What follows belongs to an exercise in optimizing a design on an open flow for small area and a short achievable clock period; a production flow would make more cautious choices. The RTL was checked by simulation tests, not by an equivalence proof against the original design. Power figures rest on the tool's default switching activity, not on a simulated workload.

==> flow/design.v <==
module lru_cache_4way #(
    parameter DEPTH       = 32,     
    parameter WAYS        = 4,      
    parameter TAG_BITS    = 31,
    parameter BLOCK_SIZE  = 8
)(
    input  logic clk,
    input  logic rst_n,
    input  logic wr_en,
    input  logic rd_en,
    input  logic [31:0] addr,               
    input  logic [BLOCK_SIZE-1:0] data_in,
    output logic [BLOCK_SIZE-1:0] data_out,
    output logic [BLOCK_SIZE-1:0] data_evicted,
    output logic                  data_evict_en
);
    localparam NUM_SETS   = DEPTH / WAYS;    
    localparam INDEX_BITS = $clog2(NUM_SETS);
    localparam WAY_BITS   = $clog2(WAYS);
    localparam STAG_BITS  = 32 - INDEX_BITS;   
    function automatic logic gt2(input logic [1:0] a, input logic [1:0] b);
        gt2 = (a[1] & ~b[1]) | ((a[1] | ~b[1]) & a[0] & ~b[0]);
    endfunction
    function automatic logic [1:0] inc2(input logic [1:0] a);
        inc2 = {a[1] ^ a[0], ~a[0]};
    endfunction
    logic [STAG_BITS-1:0]  line_tag   [NUM_SETS-1:0][WAYS-1:0];
    logic [BLOCK_SIZE-1:0] line_value [NUM_SETS-1:0][WAYS-1:0];
    logic                  line_valid [NUM_SETS-1:0][WAYS-1:0];
    logic [WAY_BITS-1:0]   line_lru   [NUM_SETS-1:0][WAYS-1:0];   
    logic                  pend;        
    logic                  pend_miss;   
    logic                  pend_acc;    
    logic [INDEX_BITS-1:0] pend_set;
    logic [WAYS-1:0]       pend_way;    
    logic [STAG_BITS-1:0]  pend_tag;    
    logic [BLOCK_SIZE-1:0] pend_value;
    logic [INDEX_BITS-1:0] idx;
    logic [STAG_BITS-1:0]  atag;
    assign idx  = addr[INDEX_BITS-1:0];
    assign atag = addr[31:INDEX_BITS];
    logic [NUM_SETS-1:0] sdec;
    always_comb
        for (int s = 0; s < NUM_SETS; s++)
            sdec[s] = (idx == s[INDEX_BITS-1:0]);
    logic [STAG_BITS-1:0]  set_tag   [WAYS-1:0];
    logic [BLOCK_SIZE-1:0] set_value [WAYS-1:0];
    logic                  set_valid [WAYS-1:0];
    logic [WAY_BITS-1:0]   set_lru   [WAYS-1:0];
    localparam LINE_BITS = WAY_BITS + 1 + BLOCK_SIZE + STAG_BITS;
    for (genvar w = 0; w < WAYS; w++) begin : g_read
        logic [NUM_SETS*LINE_BITS-1:0] lines;
        logic [LINE_BITS-1:0]          rd;
        for (genvar s = 0; s < NUM_SETS; s++) begin : g_set
            assign lines[s*LINE_BITS +: LINE_BITS] =
                {line_lru[s][w], line_valid[s][w], line_value[s][w], line_tag[s][w]};
        end
        lru_cache_onehot_mux #(.N(NUM_SETS), .W(LINE_BITS)) u_mux (
            .sel(sdec), .d(lines), .y(rd));
        assign {set_lru[w], set_valid[w], set_value[w], set_tag[w]} = rd;
    end
    logic            pend_hit_set;
    logic [WAYS-1:0] byp;
    assign pend_hit_set = pend & (pend_set == idx);
    assign byp = {WAYS{pend_hit_set}} & pend_way;
    logic                lk_valid [WAYS-1:0];
    logic [WAY_BITS-1:0] lk_lru   [WAYS-1:0];
    logic                lru_byp;
    assign lru_byp = pend_acc & (pend_set == idx);
    always_comb
        for (int w = 0; w < WAYS; w++) begin
            lk_valid[w] = set_valid[w] | (byp[w] & pend_miss);
            if (lru_byp)
                lk_lru[w] = pend_way[w] ? WAY_BITS'(w) : inc2(set_lru[w] ^ WAY_BITS'(w)) ^ WAY_BITS'(w);
            else
                lk_lru[w] = set_lru[w];
        end
    logic            pend_eq;
    logic [WAYS-1:0] line_eq, hv;
    logic hit;
    assign pend_eq = (pend_tag == atag);
    always_comb
        for (int w = 0; w < WAYS; w++) begin
            line_eq[w] = (set_tag[w] == atag);
            hv[w] = lk_valid[w] && (byp[w] ? pend_eq : line_eq[w]);
        end
    assign hit = |hv;
    logic [BLOCK_SIZE-1:0] eff_value [WAYS-1:0];
    always_comb
        for (int w = 0; w < WAYS; w++)
            eff_value[w] = byp[w] ? pend_value : set_value[w];
    logic [WAY_BITS-1:0] L [WAYS-1:0];
    always_comb
        for (int w = 0; w < WAYS; w++)
            L[w] = lk_lru[w] ^ WAY_BITS'(w);
    logic [WAYS-1:0] lv;
    always_comb
        for (int w = 0; w < WAYS; w++) begin
            lv[w] = 1'b1;
            for (int j = 0; j < WAYS; j++) begin
                if (j < w && !gt2(L[w], L[j])) lv[w] = 1'b0;
                if (j > w &&  gt2(L[j], L[w])) lv[w] = 1'b0;
            end
        end
    logic [WAYS-1:0] sel;
    assign sel = hit ? hv : lv;
    logic [BLOCK_SIZE-1:0] hit_value, lru_value;
    logic                  lru_valid;
    always_comb begin
        hit_value = '0;
        lru_value = '0;
        lru_valid = 1'b0;
        for (int w = 0; w < WAYS; w++) begin
            hit_value = hit_value | ({BLOCK_SIZE{hv[w]}} & eff_value[w]);
            lru_value = lru_value | ({BLOCK_SIZE{lv[w]}} & eff_value[w]);
            lru_valid = lru_valid | (lv[w] & lk_valid[w]);
        end
    end
    logic acc, evict;
    assign acc   = wr_en | (rd_en & hit);
    assign evict = wr_en & ~hit & lru_valid;
    always_ff @(posedge clk or negedge rst_n) begin
        if (!rst_n) begin
            data_out      <= '0;
            data_evicted  <= '0;
            data_evict_en <= 1'b0;
        end else begin
            data_out      <= (wr_en | rd_en) ? hit_value : '0;
            data_evicted  <= evict ? lru_value : '0;
            data_evict_en <= evict;
        end
    end
    always_ff @(posedge clk or negedge rst_n) begin
        if (!rst_n) begin
            for (int s = 0; s < NUM_SETS; s++)
                for (int w = 0; w < WAYS; w++) begin
                    line_valid[s][w] <= 1'b0;
                    line_lru[s][w]   <= '0;
                end
            pend      <= 1'b0;
            pend_miss <= 1'b0;
            pend_acc  <= 1'b0;
        end else begin
            for (int s = 0; s < NUM_SETS; s++)
                for (int w = 0; w < WAYS; w++)
                    if (pend_set == s[INDEX_BITS-1:0]) begin
                        if (pend_acc) begin
                            if (pend_way[w]) line_lru[s][w] <= WAY_BITS'(w);
                            else             line_lru[s][w] <= inc2(line_lru[s][w] ^ WAY_BITS'(w)) ^ WAY_BITS'(w);
                        end
                        if (pend_miss && pend_way[w]) line_valid[s][w] <= 1'b1;
                    end
            pend      <= wr_en;
            pend_miss <= wr_en & ~hit;
            pend_acc  <= acc;
        end
    end
    always_ff @(posedge clk) begin
        pend_set   <= idx;
        pend_way   <= sel;
        pend_tag   <= atag;
        pend_value <= data_in;
        for (int s = 0; s < NUM_SETS; s++)
            for (int w = 0; w < WAYS; w++)
                if (pend && pend_set == s[INDEX_BITS-1:0] && pend_way[w]) begin
                    line_value[s][w] <= pend_value;
                    line_tag[s][w]   <= pend_tag;
                end
    end
endmodule
module lru_cache_onehot_mux #(
    parameter N = 8,
    parameter W = 40
)(
    input  logic [N-1:0]   sel,
    input  logic [N*W-1:0] d,
    output logic [W-1:0]   y
);
    always_comb begin
        y = '0;
        for (int i = 0; i < N; i++)
            y = y | ({W{sel[i]}} & d[i*W +: W]);
    end
endmodule
Settings: LEC_CHECK=0, CAP_MARGIN=20, CORE_MARGIN=2, CORE_UTILIZATION=60, CTS_CLUSTER_DIAMETER=80, CTS_CLUSTER_SIZE=25, SETUP_SLACK_MARGIN=3.0, SLEW_MARGIN=20, SYNTH_HIERARCHICAL=1; clock period 5.6 ns.
standard.sh (not shown) runs the stock make flow with config.mk's settings and CLKGATE_MAP_FILE= SYNTH_SCRIPT=/design/flow/synth_recipe.tcl, a recipe that flattens the netlist after the stock synthesis.
==> flow/flow/run.sh <==
#!/bin/bash
# Standard ORFS layout with two resizer settings changed: the port buffers are
# buf_4 cells, and timing repair may swap a cell for one of another footprint.
set -euo pipefail
cd "$(dirname "$0")/.."
bash standard.sh synth > synth.log 2>&1
bash standard.sh MATCH_CELL_FOOTPRINT=0 "BUFFER_PORTS_ARGS=-buffer_cell sky130_fd_sc_hd__buf_4" finish > layout.log 2>&1
The first run passed the timing, DRC and antenna checks.
Then changed:
--- a/flow/design.v
+++ b/flow/design.v
@@ -157,18 +157,24 @@
     end
     always_ff @(posedge clk) begin
         pend_set   <= idx;
         pend_way   <= sel;
         pend_tag   <= atag;
         pend_value <= data_in;
-        for (int s = 0; s < NUM_SETS; s++)
-            for (int w = 0; w < WAYS; w++)
-                if (pend && pend_set == s[INDEX_BITS-1:0] && pend_way[w]) begin
-                    line_value[s][w] <= pend_value;
-                    line_tag[s][w]   <= pend_tag;
-                end
+    end
+    for (genvar s = 0; s < NUM_SETS; s++) begin : g_wset
+        for (genvar w = 0; w < WAYS; w++) begin : g_wway
+            logic wen;
+            logic [BLOCK_SIZE+STAG_BITS-1:0] nxt;
+            assign wen = pend && (pend_set == s[INDEX_BITS-1:0]) && pend_way[w];
+            lru_cache_hold #(.W(BLOCK_SIZE+STAG_BITS)) u_hold (
+                .q({line_value[s][w], line_tag[s][w]}), .d({pend_value, pend_tag}),
+                .en(wen), .en_n(~wen), .y(nxt));
+            always_ff @(posedge clk)
+                {line_value[s][w], line_tag[s][w]} <= nxt;
+        end
     end
 endmodule
 module lru_cache_onehot_mux #(
     parameter N = 8,
     parameter W = 40
 )(
@@ -179,6 +185,17 @@
     always_comb begin
         y = '0;
         for (int i = 0; i < N; i++)
             y = y | ({W{sel[i]}} & d[i*W +: W]);
     end
 endmodule
+module lru_cache_hold #(
+    parameter W = 37
+)(
+    input  logic [W-1:0] q,
+    input  logic [W-1:0] d,
+    input  logic         en,
+    input  logic         en_n,
+    output logic [W-1:0] y
+);
+    assign y = (q & {W{en_n}}) | (d & {W{en}});
+endmodule
After rerunning: Clock-buffer cell count decreases by 37. Wire length increases by 10%. Global-route usage increases by 1.7 points. Total power increases by 44%. Worst setup slack gets worse by 85 ps. Core utilization decreases by 3.7 points. Cell count increases by 26%. Critical path depth increases by 2. Non-clock buffer count decreases by 8. Clock skew decreases by 19 ps.

trial 35:
lru_cache_4way, a different RTL version from the one above (not shown whole).
Size in the first run: ~3,000 cells after synthesis, about 1,300 flip-flops, roughly 61 I/O pins.
==> module lru_cache_4way, before the edit <==
module lru_cache_4way #(
    parameter DEPTH       = 32,     
    parameter WAYS        = 4,      
    parameter TAG_BITS    = 31,
    parameter BLOCK_SIZE  = 8
)(
    input  logic clk,
    input  logic rst_n,
    input  logic wr_en,
    input  logic rd_en,
    input  logic [31:0] addr,               
    input  logic [BLOCK_SIZE-1:0] data_in,
    output logic [BLOCK_SIZE-1:0] data_out,
    output logic [BLOCK_SIZE-1:0] data_evicted,
    output logic                  data_evict_en
);
    localparam NUM_SETS   = DEPTH / WAYS;    
    localparam INDEX_BITS = $clog2(NUM_SETS);
    localparam WAY_BITS   = $clog2(WAYS);
    localparam STAG_BITS  = 32 - INDEX_BITS;   
    logic [STAG_BITS-1:0]  line_tag   [NUM_SETS-1:0][WAYS-1:0];
    logic [BLOCK_SIZE-1:0] line_value [NUM_SETS-1:0][WAYS-1:0];
    logic                  line_valid [NUM_SETS-1:0][WAYS-1:0];
    logic [WAY_BITS-1:0]   line_lru   [NUM_SETS-1:0][WAYS-1:0];
    logic [INDEX_BITS-1:0] idx;
    logic [STAG_BITS-1:0]  atag;
    assign idx  = addr[INDEX_BITS-1:0];
    assign atag = addr[31:INDEX_BITS];
    logic [NUM_SETS-1:0] sdec;
    always_comb
        for (int s = 0; s < NUM_SETS; s++)
            sdec[s] = (idx == s[INDEX_BITS-1:0]);
    logic [STAG_BITS-1:0]  set_tag   [WAYS-1:0];
    logic [BLOCK_SIZE-1:0] set_value [WAYS-1:0];
    logic                  set_valid [WAYS-1:0];
    logic [WAY_BITS-1:0]   set_lru   [WAYS-1:0];
    always_comb begin
        for (int w = 0; w < WAYS; w++) begin
            set_tag[w]   = '0;
            set_value[w] = '0;
            set_valid[w] = 1'b0;
            set_lru[w]   = '0;
            for (int s = 0; s < NUM_SETS; s++) begin
                set_tag[w]   = set_tag[w]   | ({STAG_BITS{sdec[s]}}  & line_tag[s][w]);
                set_value[w] = set_value[w] | ({BLOCK_SIZE{sdec[s]}} & line_value[s][w]);
                set_valid[w] = set_valid[w] | (sdec[s] & line_valid[s][w]);
                set_lru[w]   = set_lru[w]   | ({WAY_BITS{sdec[s]}}   & line_lru[s][w]);
            end
        end
    end
    logic [WAYS-1:0] hv;
    logic hit;
    always_comb
        for (int w = 0; w < WAYS; w++)
            hv[w] = set_valid[w] && (set_tag[w] == atag);
    assign hit = |hv;
    logic [WAY_BITS-1:0] lru_way;
    always_comb begin
        lru_way = '0;
        for (int i = 1; i < WAYS; i++)
            if (set_lru[i] > set_lru[lru_way])
                lru_way = i[WAY_BITS-1:0];
    end
    logic [WAYS-1:0] lv;
    always_comb
        for (int w = 0; w < WAYS; w++)
            lv[w] = (lru_way == w[WAY_BITS-1:0]);
    logic [WAYS-1:0] sel;
    assign sel = hit ? hv : lv;
    logic [BLOCK_SIZE-1:0] sel_value;
    logic                  lru_valid;
    always_comb begin
        sel_value = '0;
        lru_valid = 1'b0;
        for (int w = 0; w < WAYS; w++) begin
            sel_value = sel_value | ({BLOCK_SIZE{sel[w]}} & set_value[w]);
            lru_valid = lru_valid | (lv[w] & set_valid[w]);
        end
    end
    logic wr, acc, evict;
    assign wr    = wr_en;
    assign acc   = wr_en | (rd_en & hit);
    assign evict = wr_en & ~hit & lru_valid;
    always_ff @(posedge clk or negedge rst_n) begin
        if (!rst_n) begin
            data_out      <= '0;
            data_evicted  <= '0;
            data_evict_en <= 1'b0;
        end else begin
            data_out      <= ((wr_en | rd_en) & hit) ? sel_value : '0;
            data_evicted  <= evict ? sel_value : '0;
            data_evict_en <= evict;
        end
    end
    always_ff @(posedge clk or negedge rst_n) begin
        if (!rst_n) begin
            for (int s = 0; s < NUM_SETS; s++)
                for (int w = 0; w < WAYS; w++) begin
                    line_valid[s][w] <= 1'b0;
                    line_lru[s][w]   <= WAY_BITS'(w);
                end
        end else begin
            for (int s = 0; s < NUM_SETS; s++)
                for (int w = 0; w < WAYS; w++)
                    if (sdec[s] && acc) begin
                        if (sel[w]) line_lru[s][w] <= '0;
                        else        line_lru[s][w] <= line_lru[s][w] + 1'b1;
                        if (wr && !hit && lv[w]) line_valid[s][w] <= 1'b1;
                    end
        end
    end
    always_ff @(posedge clk) begin
        for (int s = 0; s < NUM_SETS; s++)
            for (int w = 0; w < WAYS; w++)
                if (sdec[s] && wr) begin
                    if (sel[w]) line_value[s][w] <= data_in;
                    if (!hit && lv[w]) line_tag[s][w] <= atag;
                end
    end
endmodule
make LEC_CHECK=0 CAP_MARGIN=20 CORE_MARGIN=2 CORE_UTILIZATION=40 SLEW_MARGIN=20 finish   # period 5.6 ns
run.sh (not shown) runs the stock make flow with config.mk's settings and CLKGATE_MAP_FILE= SYNTH_SCRIPT=/design/flow/synth_recipe.tcl, a recipe that flattens the netlist after the stock synthesis.
Stock flow here: none of the scripts above is used.
Setup changes, trial 35 to build 29
--- a/flow/design.v
+++ b/flow/design.v
@@ -53,28 +53,32 @@
     always_comb
         for (int w = 0; w < WAYS; w++)
             hv[w] = set_valid[w] && (set_tag[w] == atag);
     assign hit = |hv;
-    logic [WAY_BITS-1:0] lru_way;
-    always_comb begin
-        lru_way = '0;
-        for (int i = 1; i < WAYS; i++)
-            if (set_lru[i] > set_lru[lru_way])
-                lru_way = i[WAY_BITS-1:0];
-    end
+    logic [WAY_BITS-1:0] L [WAYS-1:0];
+    always_comb
+        for (int w = 0; w < WAYS; w++)
+            L[w] = set_lru[w] ^ WAY_BITS'(w);
     logic [WAYS-1:0] lv;
     always_comb
-        for (int w = 0; w < WAYS; w++)
-            lv[w] = (lru_way == w[WAY_BITS-1:0]);
+        for (int w = 0; w < WAYS; w++) begin
+            lv[w] = 1'b1;
+            for (int j = 0; j < WAYS; j++) begin
+                if (j < w && !(L[w] >  L[j])) lv[w] = 1'b0;
+                if (j > w && !(L[w] >= L[j])) lv[w] = 1'b0;
+            end
+        end
     logic [WAYS-1:0] sel;
     assign sel = hit ? hv : lv;
-    logic [BLOCK_SIZE-1:0] sel_value;
+    logic [BLOCK_SIZE-1:0] hit_value, lru_value;
     logic                  lru_valid;
     always_comb begin
-        sel_value = '0;
+        hit_value = '0;
+        lru_value = '0;
         lru_valid = 1'b0;
         for (int w = 0; w < WAYS; w++) begin
-            sel_value = sel_value | ({BLOCK_SIZE{sel[w]}} & set_value[w]);
+            hit_value = hit_value | ({BLOCK_SIZE{hv[w]}} & set_value[w]);
+            lru_value = lru_value | ({BLOCK_SIZE{lv[w]}} & set_value[w]);
             lru_valid = lru_valid | (lv[w] & set_valid[w]);
         end
     end
     logic wr, acc, evict;
@@ -86,26 +90,26 @@
             data_out      <= '0;
             data_evicted  <= '0;
             data_evict_en <= 1'b0;
         end else begin
-            data_out      <= ((wr_en | rd_en) & hit) ? sel_value : '0;
-            data_evicted  <= evict ? sel_value : '0;
+            data_out      <= (wr_en | rd_en) ? hit_value : '0;
+            data_evicted  <= evict ? lru_value : '0;
             data_evict_en <= evict;
         end
     end
     always_ff @(posedge clk or negedge rst_n) begin
         if (!rst_n) begin
             for (int s = 0; s < NUM_SETS; s++)
                 for (int w = 0; w < WAYS; w++) begin
                     line_valid[s][w] <= 1'b0;
-                    line_lru[s][w]   <= WAY_BITS'(w);
+                    line_lru[s][w]   <= '0;
                 end
         end else begin
             for (int s = 0; s < NUM_SETS; s++)
                 for (int w = 0; w < WAYS; w++)
                     if (sdec[s] && acc) begin
-                        if (sel[w]) line_lru[s][w] <= '0;
-                        else        line_lru[s][w] <= line_lru[s][w] + 1'b1;
+                        if (sel[w]) line_lru[s][w] <= WAY_BITS'(w);
+                        else        line_lru[s][w] <= ((line_lru[s][w] ^ WAY_BITS'(w)) + 1'b1) ^ WAY_BITS'(w);
                         if (wr && !hit && lv[w]) line_valid[s][w] <= 1'b1;
                     end
         end
     end
[summary]
The cell with the biggest individual delay on the critical path comes out sky130_fd_sc_hd__o21ai_0 in one run and sky130_fd_sc_hd__nor2_1 in the other, namely in build 29 and trial 35 respectively. Against trial 35, the final cell area of build 29 is lower. Against trial 35 as the reference, build 29 delivers a higher simple-gate area share of the yosys netlist. Going from trial 35 to build 29, net switching component of the power fell by 0.0017 W; proportion of synthesized chip area in sequential cells stayed essentially flat. Largest stage delay on the critical path in build 29 vs trial 35: up 30 ps. Data-path buffer share of cell area in the final layout: trial 35 and build 29 compared, higher one is trial 35. Relative contribution of combinational cells to total power was higher in trial 35 than in build 29. Adder-cell share of the synthesized area: build 29 vs trial 35 — no meaningful difference. Of trial 35 and build 29, the higher post-placement cell count belongs to trial 35. Build 29 reports a lower routed wire length than trial 35 does.

==> re-timing with driven ports <==
How much do the figures lean on ideal ports? The routed layouts below were timed once more, with nothing changed but the port constraints. Step 1 assumes that a clkbuf_16 drives the clock port and a buf_2 every other input. Step 2 adds t to the input delays and takes it off the output delays; t is the mean of the earliest and latest rising clock arrival at the registers after step 1. Input paths then give back, and output paths get back, about the clock's delay inside the block. a / b / c = ideal ports / drivers / drivers and shift; a / b = the first two.
run	t (ns)	setup slack, ns	hold slack, ns
the first run of note 1	0.760	1.982 / 1.916 / 1.155	0.478 / 0.478 / 0.478
the second run of note 1	0.778	1.896 / 1.841 / 1.064	0.479 / 0.467 / 0.479
trial 35	0.817	0.537 / 0.426 / -0.391	0.417 / 0.380 / 0.462
build 29	0.827	0.877 / 0.876 / 0.050	0.409 / 0.367 / 0.470
Met with ideal ports but missed after step 2: setup timing in trial 35. The setup slack of trial 35, which loses most, moves by -0.111 ns with the drivers and by -0.928 ns with both steps.
